What follows belongs to an exercise in optimizing a design on an open flow for small area, a short achievable clock period and few clock cycles per item; a production flow would make more cautious choices.
No functional check of the RTL was part of any run shown here.

`design/flow/constraint.sdc`:
```
create_clock -name core_clock -period 5.0 [get_ports {clk}]
set_input_delay 1.0000 -clock core_clock [delete_from_list [all_inputs] [get_ports {clk}]]
set_output_delay 1.0000 -clock core_clock [all_outputs]
set_load 0.01 [all_outputs]
```
`design/flow/design.v`:
```
module multiplier_1(
    input clk,
    input res_n,
    input start,
    output reg done,
    input [15:0] arg1,
    input [15:0] arg2,
    output reg [31:0] product
    );
    reg [1:0] cnt;             
    reg busy;                      
    reg [15:0] S, C;               
    reg [3:0] LS, LC;              
    reg [11:0] L;                  
    reg [3:0] xr;                 
    wire [3:0] x = busy ? xr : arg2[3:0];
    wire [4:0] lo = LS + LC;         
    wire [15:0] as = busy ? S : 16'd0;
    wire [15:0] ac = busy ? C : 16'd0;
    wire aci = busy & lo[4];
    wire [15:0] pp0 = x[0] ? arg1 : 16'd0;
    wire [15:0] pp1 = x[1] ? arg1 : 16'd0;
    wire [15:0] pp2 = x[2] ? arg1 : 16'd0;
    wire [15:0] pp3 = x[3] ? arg1 : 16'd0;
    wire s1;
    wire c2;
    wire s3;
    wire c4;
    wire s5;
    wire c6;
    wire s7;
    wire c8;
    wire s9;
    wire c10;
    wire s11;
    wire c12;
    wire s13;
    wire c14;
    wire s15;
    wire c16;
    wire s17;
    wire c18;
    wire s19;
    wire c20;
    wire s21;
    wire c22;
    wire s23;
    wire c24;
    wire s25;
    wire c26;
    wire s27;
    wire c28;
    wire s29;
    wire c30;
    wire s31;
    wire c32;
    wire s33;
    wire c34;
    wire s35;
    wire c36;
    wire s37;
    wire c38;
    wire s39;
    wire c40;
    wire s41;
    wire c42;
    wire s43;
    wire c44;
    wire s45;
    wire c46;
    wire s47;
    wire c48;
    wire s49;
    wire c50;
    wire s51;
    wire c52;
    wire s53;
    wire c54;
    wire s55;
    wire c56;
    wire s57;
    wire c58;
    wire s59;
    wire c60;
    wire s61;
    wire c62;
    wire s63;
    wire c64;
    wire s65;
    wire c66;
    wire s67;
    wire c68;
    wire s69;
    wire c70;
    wire s71;
    wire c72;
    wire s73;
    wire c74;
    wire s75;
    wire c76;
    wire s77;
    wire c78;
    wire s79;
    wire c80;
    wire s81;
    wire c82;
    wire s83;
    wire c84;
    wire s85;
    wire c86;
    wire s87;
    wire c88;
    wire s89;
    wire c90;
    wire s91;
    wire c92;
    wire s93;
    wire c94;
    wire s95;
    wire c96;
    wire s97;
    wire c98;
    wire s99;
    wire c100;
    wire s101;
    wire c102;
    wire s103;
    wire c104;
    wire s105;
    wire c106;
    wire s107;
    wire c108;
    wire s109;
    wire c110;
    wire s111;
    wire c112;
    wire s113;
    wire c114;
    wire s115;
    wire c116;
    wire s117;
    wire c118;
    wire s119;
    wire c120;
    wire s121;
    wire c122;
    wire s123;
    wire c124;
    wire s125;
    wire c126;
    wire s127;
    wire c128;
    wire s129;
    wire c130;
    assign {c2, s1} = as[2] + ac[2];
    assign {c4, s3} = as[3] + ac[3] + pp0[3];
    assign {c6, s5} = pp1[2] + pp2[1];
    assign {c8, s7} = as[4] + ac[4] + pp0[4];
    assign {c10, s9} = pp1[3] + pp2[2] + pp3[1];
    assign {c12, s11} = as[5] + ac[5] + pp0[5];
    assign {c14, s13} = pp1[4] + pp2[3] + pp3[2];
    assign {c16, s15} = as[6] + ac[6] + pp0[6];
    assign {c18, s17} = pp1[5] + pp2[4] + pp3[3];
    assign {c20, s19} = as[7] + ac[7] + pp0[7];
    assign {c22, s21} = pp1[6] + pp2[5] + pp3[4];
    assign {c24, s23} = as[8] + ac[8] + pp0[8];
    assign {c26, s25} = pp1[7] + pp2[6] + pp3[5];
    assign {c28, s27} = as[9] + ac[9] + pp0[9];
    assign {c30, s29} = pp1[8] + pp2[7] + pp3[6];
    assign {c32, s31} = as[10] + ac[10] + pp0[10];
    assign {c34, s33} = pp1[9] + pp2[8] + pp3[7];
    assign {c36, s35} = as[11] + ac[11] + pp0[11];
    assign {c38, s37} = pp1[10] + pp2[9] + pp3[8];
    assign {c40, s39} = as[12] + ac[12] + pp0[12];
    assign {c42, s41} = pp1[11] + pp2[10] + pp3[9];
    assign {c44, s43} = as[13] + ac[13] + pp0[13];
    assign {c46, s45} = pp1[12] + pp2[11] + pp3[10];
    assign {c48, s47} = as[14] + ac[14] + pp0[14];
    assign {c50, s49} = pp1[13] + pp2[12] + pp3[11];
    assign {c52, s51} = as[15] + ac[15] + pp0[15];
    assign {c54, s53} = pp1[14] + pp2[13] + pp3[12];
    assign {c56, s55} = pp1[15] + pp2[14];
    assign {c58, s57} = as[0] + ac[0];
    assign {c60, s59} = as[1] + ac[1] + pp0[1];
    assign {c62, s61} = s1 + pp0[2] + pp1[1];
    assign {c64, s63} = s3 + s5 + pp3[0];
    assign {c66, s65} = s7 + s9 + c4;
    assign {c68, s67} = s11 + s13 + c8;
    assign {c70, s69} = s15 + s17 + c12;
    assign {c72, s71} = s19 + s21 + c16;
    assign {c74, s73} = s23 + s25 + c20;
    assign {c76, s75} = s27 + s29 + c24;
    assign {c78, s77} = s31 + s33 + c28;
    assign {c80, s79} = s35 + s37 + c32;
    assign {c82, s81} = s39 + s41 + c36;
    assign {c84, s83} = s43 + s45 + c40;
    assign {c86, s85} = s47 + s49 + c44;
    assign {c88, s87} = s51 + s53 + c48;
    assign {c90, s89} = s55 + pp3[13] + c52;
    assign {c92, s91} = pp2[15] + pp3[14];
    assign {c94, s93} = s57 + aci;
    assign {c96, s95} = s59 + pp1[0] + c58;
    assign {c98, s97} = s61 + pp2[0] + c60;
    assign {c100, s99} = s63 + c2 + c62;
    assign {c102, s101} = s65 + c6 + c64;
    assign {c104, s103} = s67 + c10 + c66;
    assign {c106, s105} = s69 + c14 + c68;
    assign {c108, s107} = s71 + c18 + c70;
    assign {c110, s109} = s73 + c22 + c72;
    assign {c112, s111} = s75 + c26 + c74;
    assign {c114, s113} = s77 + c30 + c76;
    assign {c116, s115} = s79 + c34 + c78;
    assign {c118, s117} = s81 + c38 + c80;
    assign {c120, s119} = s83 + c42 + c82;
    assign {c122, s121} = s85 + c46 + c84;
    assign {c124, s123} = s87 + c50 + c86;
    assign {c126, s125} = s89 + c54 + c88;
    assign {c128, s127} = s91 + c56 + c90;
    assign {c130, s129} = pp3[15] + c92;
    wire [19:0] ra = {c130, s129, s127, s125, s123, s121, s119, s117, s115, s113, s111, s109, s107, s105, s103, s101, s99, s97, s95, s93};
    wire [19:0] rb = {1'b0, c128, c126, c124, c122, c120, c118, c116, c114, c112, c110, c108, c106, c104, c102, c100, c98, c96, c94, pp0[0]};
    always @(*) product = {{S, LS} + {C, LC}, L};
    always @(posedge clk) begin
        if (!res_n) begin
            done <= 1'b0;
            busy <= 1'b0;
            cnt <= 0;
        end else if (!done && (busy || start)) begin
            cnt <= (cnt == 3) ? 0 : cnt + 1'b1;
            busy <= (cnt != 3);
            if (cnt == 3) done <= 1'b1;
        end
        if (!done) begin
            S <= ra[19:4];
            C <= rb[19:4];
            LS <= ra[3:0];
            LC <= rb[3:0];
            L <= {lo[3:0], L[11:4]};
        end
        case (cnt)
            0: xr <= arg2[7:4];
            1: xr <= arg2[11:8];
            default: xr <= arg2[15:12];
        endcase
    end
endmodule
```
`design/flow/standard.sh`:
```
#!/bin/bash
# synth_recipe.tcl (not shown) runs the flow's synth.tcl, then flattens the netlist and writes it again
# the make line also repeats each setting of config.mk as NAME=value (left out here)
make -C /OpenROAD-flow-scripts/flow DESIGN_CONFIG=/design/flow/config.mk WORK_HOME=/design/flow/orfs CLKGATE_MAP_FILE= SYNTH_SCRIPT=/design/flow/synth_recipe.tcl "${@:-finish}"
```
`design/flow/config.mk`:
```
export PLATFORM = sky130hd
export DESIGN_NAME = multiplier_1
export DESIGN_NICKNAME = multiplier_1
export VERILOG_FILES = /design/flow/design.v
export SDC_FILE = /design/flow/constraint.sdc
export NUM_CORES = 4
export LEC_CHECK = 0
export CAP_MARGIN = 20
export CORE_MARGIN = 2
export CORE_UTILIZATION = 40
export PLACE_DENSITY = 0.6
export SETUP_SLACK_MARGIN = 1.6
export SLEW_MARGIN = 20
```
`design/flow/flow/run.sh`:
```
#!/bin/bash
# The standard layout, with every port buffered by a small buffer
# (sky130_fd_sc_hd__buf_1) instead of the default choice.
set -euo pipefail
bash standard.sh BUFFER_PORTS_ARGS="-buffer_cell sky130_fd_sc_hd__buf_1" > standard.log 2>&1
```
==> impl_results.md, run 1 <==
- Outcome: finished clean
- Total GRT Usage: 0.1704
- CP Buf/Inv Count: 1
- Largest net degree at the start of global routing: 56
- Largest area contributor in the netlist: edfxtp_1
- Aggregate global routing overflow: 0
- # port buffers: 67
- Final Max Tran Viols: 0
- Final HPWL from detailed placement: between 7 and 8 mm
- First-iteration detailed-routing DRC count: around 140
- Total number of vias: 3273
- Area Overhead vs Synth: 20.11%
- Adder-cell share of the synthesized area: 0.3250
- #FFs+latches synth: 59
- Final Non-Filler Cells: 651
- Area of the die: 0.01271 mm²
- DIE WIDTH: 112.7 µm
- Filler cell count: roughly 1000
- Multiplexer area fraction after synthesis: 0.01164
- Synth cell types: 40
- Final TNS setup: 0 ps
- Slowest cell delay on critical path: 420 ps
- Slowest CP cell: edfxtp_1
- Post-DP Area: 0.005132 mm²
- Syn Nets: about 550
- Cells after DPL: around 630
- Setup ws final: about 1400 ps
- Synth warn: 1
- Final instance area: 0.005679 mm²
- Initial Util: 0.4123
- CTS Buf Count: 9
- Final period util: 0.7148
- Via density: ~5.0
- H-tree depth: 3
- Worst-Margin Slew: between 700 and 800 ps
- Final hold slack: 444.9 ps
- Drt pass-1 iters: 5
- Critical path, cell by cell: ha_4 > fa_2 > a211oi_2 > o21ai_2 > o21ai_1 > nor3_1 > nor3_2 > xnor2_1 > buf_1
- CP Capture Type: output port
- Share of layout cells above drive strength 1: 0.1398
- Root Driver: clkbuf_16
- Setup Viol. Count Final: 0
- CP Launch Type: register
- Core Area: about 0.011 mm²
- DR WL/cell: roughly 15 µm
- Post-route ant nets: 0
- Site Rows: 39
- Critical Path RT: about 4000 ps
- Initial antenna violation count: 0
- Compound-Gate Fraction of Synth Area: 0.08732
- Clk sinks: about 60
- CTS tree: yes
- Hold/Removal Path Class: reg2reg
- Synth Area in XOR/XNOR: 0.03334
- Clk slew on worst S/H paths: ~60 ps
- Worst-skew pair later-pin latency: approximately 330 ps
- Die span in y: between 100 and 150 µm
- Routability congestion estimate: 0.7678
- Pre-CTS WS: 1325 ps
- Number of synthesized flops with an enable pin: 51
- Synthesized area per cell: about 11 µm²
- Wirelength, routed: around 10 mm
- DR DRC count: 0
- Vias in the first global route: 3551
- Hold-fix buffers at CTS: 0
- Unrepaired setup endpoints after global routing: true
- Register area share after synthesis: 0.3578
- Async SR Flop Fraction: 0
- Post-synthesis instance area: about 0.0047 mm²
- Min Tclk post-route: between 3000 and 4000 ps
- Ports: 68
- Number of diodes: 0
- Fin Clk Skew: approximately 9.3 ps
- Crit Path Max Fanout: 4
- Main combinational cell family by area after synthesis: adder cells
- Critical path class: reg2out
- Max Fclk: ~0.28 GHz
- First-pass GRT wire length: 17.15 mm
- Post-Synthesis Cells: ~420
- Main synth FF type: edfxtp_1
- Fin. Hold Viols: 0
- CTS max path bufs: 2
- Top cell type's share of synthesized area: 0.3239
- Max-cap violations: 0
- CP top delay family: compound AO/OA/AOI/OAI gates
- Synth area leaders: edfxtp_1 32%, fa_1 25%, ha_1 7.9%
- Simple-gate share of the synthesized area: 0.1373
- Crit path DAT: 2570 ps
- Max-slew headroom: 0.5135
- Nets: 626
- Final core utilization: 0.4953
-- state kept, by name (all words and copies together), names as in the netlist --
signal,count
C,15
L,12
LC,4
LS,4
S,16
busy,1
cnt,2
done,1
xr,4
-- routing by layer --
metal | wire length, µm | global-route usage | up-vias
met3 | 467 | 0.04285 | 7
met4 | 88 | 0.04959 | 0
met1 | 4598 | 0.2201 | 1628
met5 | 0 | 0 | -
li1 | - | - | 1561
met2 | 4888 | 0.2858 | 77
-- area by class of cell --
class | instances | area (µm²) | share of cell area
clock inverter | 7 | 58.81 | 0.01035
tap | 143 | 178.9 | 0.03150
timing repair buffer | 78 | 347.8 | 0.06125
inverter | 49 | 183.9 | 0.03239
multi-input combinational | 306 | 2992 | 0.5268
sequential | 59 | 1693 | 0.2981
clock buffer | 9 | 225.2 | 0.03966
-- synthesized netlist by cell type, drive strengths merged, types with 4 or more instances --
master and count:
a21o 7, a21oi 14, a22oi 4, and2 45, clkbuf 8, dfxtp 8
edfxtp 51, fa 58, ha 30, inv 49, mux2 4, nand2 71
nor2 12, nor3 5, o21ai 13, xnor2 11, xor2 7
-- path summary, 6_finish.rpt --
| kind | slack, ps | depth (start not counted) | endpoint | from |
|---|---|---|---|---|
| worst max-delay path | 1430 | 9 | product[28] | LC[0] |
| worst max register to register | 1950 | 7 | S[0] | busy |
| worst min-delay path | 440 | 0 | L[4] | L[8] |
| worst min register to register | 440 | 0 | L[4] | L[8] |
-- layout by cell type, fill, tap and decap left out, types with 3 or more instances in the layout --
cell type  count
dfxtp_1        7
nor3_1         4
inv_6          3
inv_1         48
a22oi_1        4
a21o_1         6
fa_1          57
xnor2_1       10
a21oi_1       13
buf_2          8
buf_1         59
o21ai_0        9
clkbuf_16      9
mux2_2         4
edfxtp_1      51
xor2_1         6
ha_1          22
buf_4         10
ha_4           7
o21ai_2        3
nand2_1       70
and2_1        45
nor2_1        12
-- kinds of logic (layout without fill, tap and decap cells) --
logic type | after synthesis | count (layout)
AO/OA/AOI/OAI | 57 | 57
XOR/XNOR | 18 | 18
adder cells (fa/ha/maj) | 88 | 88
buffers and inverters | 58 | 143
flip-flops | 59 | 59
multiplexers | 5 | 5
AND/OR/NAND/NOR | 138 | 138
-- what timing repair did --
item | in CTS | in global routing
cloned | 0 | 0
pin swaps | 13 | 3
setup endpoints to repair | 11 | 15
setup buffers | 7 | 2
gates resized for setup | 29 | 11
-- worst register-to-register path: cells and delay by family (launching register included) --
kind / cells / cell delay (ps)
adders and majority gates: 3 / 1450
buffers and inverters: 2 / 80
DFF: 1 / 520
muxes: 1 / 520
and+or+nand+nor: 1 / 240
==> run 2: changes to the inputs <==
==> design/flow/design.v (replaced) <==
module multiplier_1(
    input clk,
    input res_n,
    input start,
    output reg done,
    input [15:0] arg1,
    input [15:0] arg2,
    output reg [31:0] product
    );
    localparam R = 8;
    localparam K = 16 / R;
    localparam CW = (K > 2) ? $clog2(K) : 1;
    reg [CW-1:0] cnt;            
    wire busy = (cnt != 0);
    wire [R-1:0] x = arg2[cnt*R +: R];
    wire [15:0] acc = busy ? product[31:16] : 16'd0;
    wire [15+R:0] t = acc + arg1 * x;
    always @(posedge clk) begin
        if (!res_n) begin
            done <= 1'b0;
            cnt <= 0;
        end else if (!done && (busy || start)) begin
            cnt <= (cnt == K-1) ? 0 : cnt + 1'b1;
            if (cnt == K-1) done <= 1'b1;
        end
        if (!done)
            product <= {t, product[15:R]};
    end
endmodule
==> design/flow/run.sh (new file) <==
#!/bin/bash
# synth_recipe.tcl (not shown) runs the flow's synth.tcl, then flattens the netlist and writes it again
# the make line also repeats each setting of config.mk as NAME=value (left out here)
make -C /OpenROAD-flow-scripts/flow DESIGN_CONFIG=/design/flow/config.mk WORK_HOME=/design/flow/orfs CLKGATE_MAP_FILE= SYNTH_SCRIPT=/design/flow/synth_recipe.tcl finish
--- a/design/flow/config.mk
+++ b/design/flow/config.mk
@@ -9,5 +9,4 @@
 export CORE_MARGIN = 2
 export CORE_UTILIZATION = 40
 export PLACE_DENSITY = 0.6
-export SETUP_SLACK_MARGIN = 1.6
 export SLEW_MARGIN = 20
removed: design/flow/flow/run.sh
removed: design/flow/standard.sh
==> impl_results.md, run 2 <==
- Area of the multi-input gates: about 0.0046 mm²
- Seq. cell area: between 0.001 and 0.0015 mm²
- Pre-CTS WS: -854.0 ps
- Max-cap violations: 0
- Biggest register: product
- Post-DP Area: about 0.0072 mm²
- Commonest non-fill, non-tap cell in the layout: inv_1
- Multiplexer area fraction after synthesis: 0.01913
- Slowest cell delay on critical path: 560 ps
- Aggregate global routing overflow: 0
- Main synth FF type: edfxtp_1
- Critical path class: in2reg
- Synth warn: 1
- Compound-Gate Fraction of Synth Area: 0.06915
- First-iteration detailed-routing DRC count: 229
- Initial Util: 0.4114
- Largest net degree at the start of global routing: 33
- Crit Path Max Fanout: 5
- Max reg flops: 32
- Simple-gate share of the synthesized area: 0.1687
- Synthesized area per cell: ~9.4 µm²
- Synth Area in XOR/XNOR: 0.02131
- First-pass GRT wire length: 25.85 mm
- Critical Path RT: around 5000 ps
- Crit path DAT: roughly 5200 ps
- Final period util: 1.041
- Outcome: finished with violations
- CTS max path bufs: 2
- Most frequent cell after synthesis: inv_1
- Wirelength, routed: between 15 and 20 mm
- CTS tree: yes
- Share of layout cells above drive strength 1: 0.2872
- Drt pass-1 iters: 4
- # port buffers: 67
- Commonest cells post-synth: 144 x inv_1, 100 x fa_1, 91 x nand2_1, 69 x and2_1, 44 x ha_1
- Max Fclk: ~0.19 GHz
- Setup Viol. Count Final: 10
- Clk sinks: 34
- Core Area: approximately 0.014 mm²
- Hold/Removal Path Class: reg2reg
- Largest regs: product x32, cnt x1, done x1
- CP top delay family: adder cells
- Critical path, cell by cell: buf_6 > mux2_4 > and2_4 > fa_1 > inv_2 > fa_1 > inv_2 > fa_1 > inv_2 > fa_1 > inv_2 > ha_4 > and3_4 > nand4_1 > a2111o_1 > o21ai_4 > and4_1 > nor4_2
- Max-slew headroom: 0.7046
- Fin. Hold Viols: 0
- Final HPWL from detailed placement: 12.03 mm
- Total GRT Usage: 0.2211
- Post-Synthesis Cells: 610
- Final TNS setup: -968.8 ps
- Filler cell count: between 1000 and 1500
- Min Tclk post-route: 5204 ps
- CP Launch Type: primary input
- Area of the die: ~0.015 mm²
- Post-route ant nets: 0
- H-tree depth: 2
- Adder-cell share of the synthesized area: 0.4436
- Clk slew on worst S/H paths: roughly 60 ps
- CTS Buf Count: 5
- Slowest CP cell: fa_1
- Total number of vias: 4602
- Most frequent cells in the layout: 130 x inv_1, 94 x fa_1, 79 x nand2_1, 69 x buf_4, 53 x and2_1
- Vias in the first global route: approximately 5000
- Via density: ~5
- Violated checks: negative setup slack
- Final instance area: a little over 0.008 mm²
- Main combinational cell family by area after synthesis: adder cells
- R2R Path End: product[28]
- FF-to-FF Start: cnt
- Nets: ~940
- DR WL/cell: between 15 and 20 µm
- Worst Setup SP: arg2[6]
- Site Rows: 43
- Worst-skew pair later-pin latency: ~280 ps
- CP Capture Type: register
- Top cell type's share of synthesized area: 0.3479
- Unrepaired setup endpoints after global routing: true
- DIE WIDTH: 123.9 µm
- Routability congestion estimate: a little over 0.9
- Ports: 68
- Final Max Tran Viols: 0
- Worst r2r path cells: 18
- Root Driver: clkbuf_16
- Largest area contributor in the netlist: fa_1
- #FFs+latches synth: 34
- Hold path startpoint: product[11]
- Async SR Flop Fraction: 0
- Synth area leaders: fa_1 35%, edfxtp_1 17%, ha_1 9.6%
- Register area share after synthesis: 0.1740
- CP Buf/Inv Count: 5
- Number of synthesized flops with an enable pin: 32
- Synth cell types: 51
- Fin Clk Skew: roughly 4.8 ps
- Syn Nets: slightly below 800
- Area Overhead vs Synth: 40.03%
- Worst-Margin Slew: around 440 ps
- Die span in y: approximately 120 µm
- Number of diodes: 0
- Setup ws final: -203.7 ps
- DR DRC count: 0
- WHS Endpoint: product[3]
- Register-to-register setup slack: -40 ps
- Worst Hold Depth: 0
- Post-synthesis instance area: 0.005754 mm²
- Initial antenna violation count: 0
run 2: cell types whose count changed after synthesis, sizes merged, moves of 6 or more:
| cell | delta |
|---|---|
| inv | +95 |
| fa | +42 |
| and2 | +24 |
| nand2 | +21 |
| edfxtp | -19 |
| ha | +14 |
| dfxtp | -6 |
run 2: worst max path at each step:
stage / end / cells after the start
after CTS: product[28] / 18
after global routing: product[28] / 17
final: product[28] / 18
after detailed placement: product[30] / 17
after floorplan: product[28] / 18
after global placement: product[28] / 17
run 2: timing repair:
action                     CTS  global route
pin swaps                   53            52
hold endpoints to repair     0             0
cloned                       5             0
hold buffers                 0             0
setup endpoints to repair   16            14
gates resized for setup    130            50
buffers inserted            21            11
run 2: cells by family (layout without fill, tap and decap cells):
logic type | Yosys count | count (layout)
AO/OA/AOI/OAI | 54 | 54
flip-flops | 34 | 34
XOR/XNOR | 14 | 14
adder cells (fa/ha/maj) | 144 | 144
AND/OR/NAND/NOR | 195 | 195
multiplexers | 10 | 14
buffers and inverters | 159 | 311
run 2: final cells by class:
cell class | instances | share of cell area
inverter | 144 | 0.06708
multi-input combinational | 421 | 0.5767
clock buffer | 5 | 0.01553
timing repair buffer | 159 | 0.1800
clock inverter | 3 | 0.008540
sequential | 34 | 0.1242
tap | 180 | 0.02795
run 2: per-layer routing:
metal | vias to the layer above | wire length [µm] | GRT usage
met5 | - | 0 | 0
met4 | 0 | 262 | 0.04705
met3 | 22 | 733 | 0.02793
met2 | 118 | 7425 | 0.3602
met1 | 2280 | 7328 | 0.3181
li1 | 2182 | - | -
run 2: stage by stage:
stage          utilization  instances  hold slack (ps)
2_1_floorplan            -        610            499.0
3_3_place_gp        0.5137        902            432.7
3_5_place_dp        0.5137        902            435.2
4_1_cts             0.5572        936            450.0
5_1_grt             0.5760        946            469.5
6_report            0.5760        946            447.1
==> run 3: changes to the inputs <==
--- a/design/flow/design.v
+++ b/design/flow/design.v
@@ -7,7 +7,7 @@
     input [15:0] arg2,
     output reg [31:0] product
     );
-    localparam R = 8;
+    localparam R = 4;
     localparam K = 16 / R;
     localparam CW = (K > 2) ? $clog2(K) : 1;
     reg [CW-1:0] cnt;            
==> impl_results.md, run 3 <==
- CTS max path bufs: 2
- Site Rows: 35
- Final hold slack: 452.6 ps
- Drt pass-1 iters: 4
- CTS tree: yes
- Vias in the first global route: roughly 3200
- Critical path class: in2reg
- Nets: 605
- Routability congestion estimate: ~0.85
- Max-slew headroom: 0.5886
- Unrepaired setup endpoints after global routing: true
- Final period util: 0.9779
- Share of layout cells above drive strength 1: 0.2831
- CP most frequent cell: fa_1
- Crit Path Max Fanout: 7
- Final Non-Filler Cells: 609
- Clk sinks: 35
- Most frequent cells in the layout: 64 x buf_4, 60 x inv_1, 55 x clkdlybuf4s50_1, 43 x fa_1, 35 x and2_1
- Largest net degree at the start of global routing: 34
- Clk slew on worst S/H paths: 90 ps
- Crit path DAT: about 5000 ps
- Via density: about 5.0
- Aggregate global routing overflow: 0
- DR WL/cell: around 15 µm
- Total GRT Usage: 0.1919
- Initial Util: 0.4086
- Async SR Flop Fraction: 0
- Max-cap violations: 0
- Setup Viol. Count Final: 0
- Hold-fix buffers at CTS: 0
- Number of diodes: 0
- Slowest CP cell: mux4_2
- Die span in y: 100.7 µm
- Area Overhead vs Synth: 42.15%
- DR DRC count: 0
- Synth area leaders: edfxtp_1 26%, fa_1 23%, ha_1 10%
- First-iteration detailed-routing DRC count: 112
- Fin. Hold Viols: 0
- Synthesized area per cell: 10.30 µm²
- Synth warn: 1
- # port buffers: 67
- Register area share after synthesis: 0.2730
- H-tree depth: 2
- Total number of vias: about 3000
- Main synth FF type: edfxtp_1
- CP Capture Type: register
- Initial antenna violation count: 0
- Post-synthesis instance area: 0.003740 mm²
- Commonest cells post-synth: 63 x inv_1, 56 x and2_1, 43 x fa_1, 32 x edfxtp_1, 30 x ha_1
- Ports: 68
- Commonest non-fill, non-tap cell in the layout: buf_4
- Max reg flops: 32
- DIE WIDTH: between 100 and 150 µm
- Post-route ant nets: 0
- Final HPWL from detailed placement: just over 7 mm
- First-pass GRT wire length: about 15 mm
- Slowest cell delay on critical path: roughly 590 ps
- Outcome: finished clean
- Root Driver: clkbuf_8
- Core Area: slightly above 0.009 mm²
- Min Tclk post-route: 4889 ps
- Area of the die: between 0.01 and 0.015 mm²
- Top cell type's share of synthesized area: 0.2569
- Final Max Tran Viols: 0
- CTS Buf Count: 5
- Hold/Removal Path Class: reg2reg
- Largest regs: product x32, cnt x2, done x1
- Syn Nets: about 470
- CP Launch Type: primary input
- Post-Synthesis Cells: ~360
- Wirelength, routed: ~9.2 mm
- #FFs+latches synth: 35
- Critical Path RT: roughly 5100 ps
- Synth cell types: 36
- Fin Clk Skew: between 15 and 20 ps
- Biggest register: product
- Largest area contributor in the netlist: edfxtp_1
- Cells after DPL: about 590
- Number of synthesized flops with an enable pin: 32
- Worst-Margin Slew: roughly 600 ps
- Max Fclk: 0.2045 GHz
- Worst-skew pair later-pin latency: about 300 ps
- Critical path, cell by cell: buf_6 > mux4_2 > and2_4 > fa_1 > fa_1 > inv_1 > fa_1 > inv_2 > ha_4 > a21o_1 > a221o_1 > and3_4 > buf_4 > nor3_4 > o21ai_2 > xor2_1
- Most frequent cell after synthesis: inv_1
run 3: cell count changes in the layout (fill, tap and decap cells not counted), moves of 14 or more:
cell and change:
dlygate4sd2_1 -14, and2_1 -18, clkdlybuf4s50_1 +19, fa_1 -51, buf_6 -22, inv_1 -70
nand2_1 -60
run 3: cells by family after synthesis:
group                      synth area share
AOI/OAI and AO/OA                   0.08164
DFF                                  0.2730
xor gates and xnor gates            0.03747
muxes                               0.02409
buffers and inverters               0.07227
and+or+nand+nor                      0.1810
adders and majority gates            0.3305
run 3: per-stage QoR:
step | utilization | cell area, µm² | setup TNS, ps | worst slack [ps]
after floorplan | - | 3829 | -198.7 | -132.1
after global placement | 0.5449 | 4987 | -7787 | -691.6
after detailed placement | 0.5449 | 4987 | -8579 | -726.5
after CTS | 0.5732 | 5246 | -24.18 | -24.18
after global routing | 0.5809 | 5316 | -42.41 | -19.88
final | 0.5809 | 5316 | 0 | 110.6
run 3: critical path: cells and delay by family:
kind	cells	cell delay (ps)
adders and majority gates	4	1700
AOI/OAI and AO/OA	3	630
muxes	1	590
and+or+nand+nor	3	580
buffers and inverters	4	320
xor gates and xnor gates	1	140
run 3: final timing paths:
path / start / endpoint / slack (ps) / cells after the start
worst max-delay path: arg2[13] / product[30] / 110 / 16
worst min-delay path: product[13] / product[9] / 450 / 0
worst max register to register: cnt[0] / product[30] / 360 / 15
worst min register to register: product[13] / product[9] / 450 / 0
run 3: area by class of cell:
class	instances	area (µm²)
clock inverter	3	20.02
timing repair buffer	131	1110
sequential	35	1022
tap	111	138.9
inverter	63	236.5
clock buffer	5	68.82
fill	839	3836
multi-input combinational	261	2720
run 3: timing repair:
item / in CTS / in global routing
setup buffers: 7 / 2
resized for setup: 84 / 12
hold endpoints to repair: 0 / 0
endpoints found under the setup margin: 14 / 11
pin swaps: 36 / 10
cloned: 3 / 0
run 3: layer usage:
metal,share of wire,global-route usage,wire [µm]
met5,0,0,0
met4,0.0098,0.02634,90
met3,0.033,0.03121,304
met2,0.49,0.3256,4564
met1,0.46,0.2661,4263

-- afterwards: timing with drivers on the ports --
How much do the figures lean on ideal ports? The routed layouts below were timed once more, with nothing changed but the port constraints. Step 1, drivers: a clkbuf_16 drives clk and a buf_2 each remaining input, both assumed. Step 2, shift: input delay + t, output delay - t, t = (earliest + latest rising clock arrival at the registers) / 2. This alone moves slack from input paths to output paths. Three values: ideal ports, drivers, drivers and shift; two values: the first two.
| run | t (ns) | setup slack, ns | hold WS [ns] | worst data-port slew with drivers (ns) | pins driven straight from the clock port |
|---|---|---|---|---|---|
| run 1 | 0.361 | 1.426 / 1.392 / 1.488 | 0.445 / 0.445 / 0.445 | 0.04 | 1 |
| run 2 | 0.311 | -0.204 / -0.206 / -0.518 | 0.447 / 0.447 / 0.447 | 0.05 | 1 |
| run 3 | 0.318 | 0.111 / 0.104 / -0.214 | 0.453 / 0.453 / 0.453 | 0.05 | 1 |
Met with ideal ports but missed after step 2: setup timing in run 3. The setup slack of run 3, which loses most, moves by -0.007 ns with the drivers and by -0.325 ns with both steps.
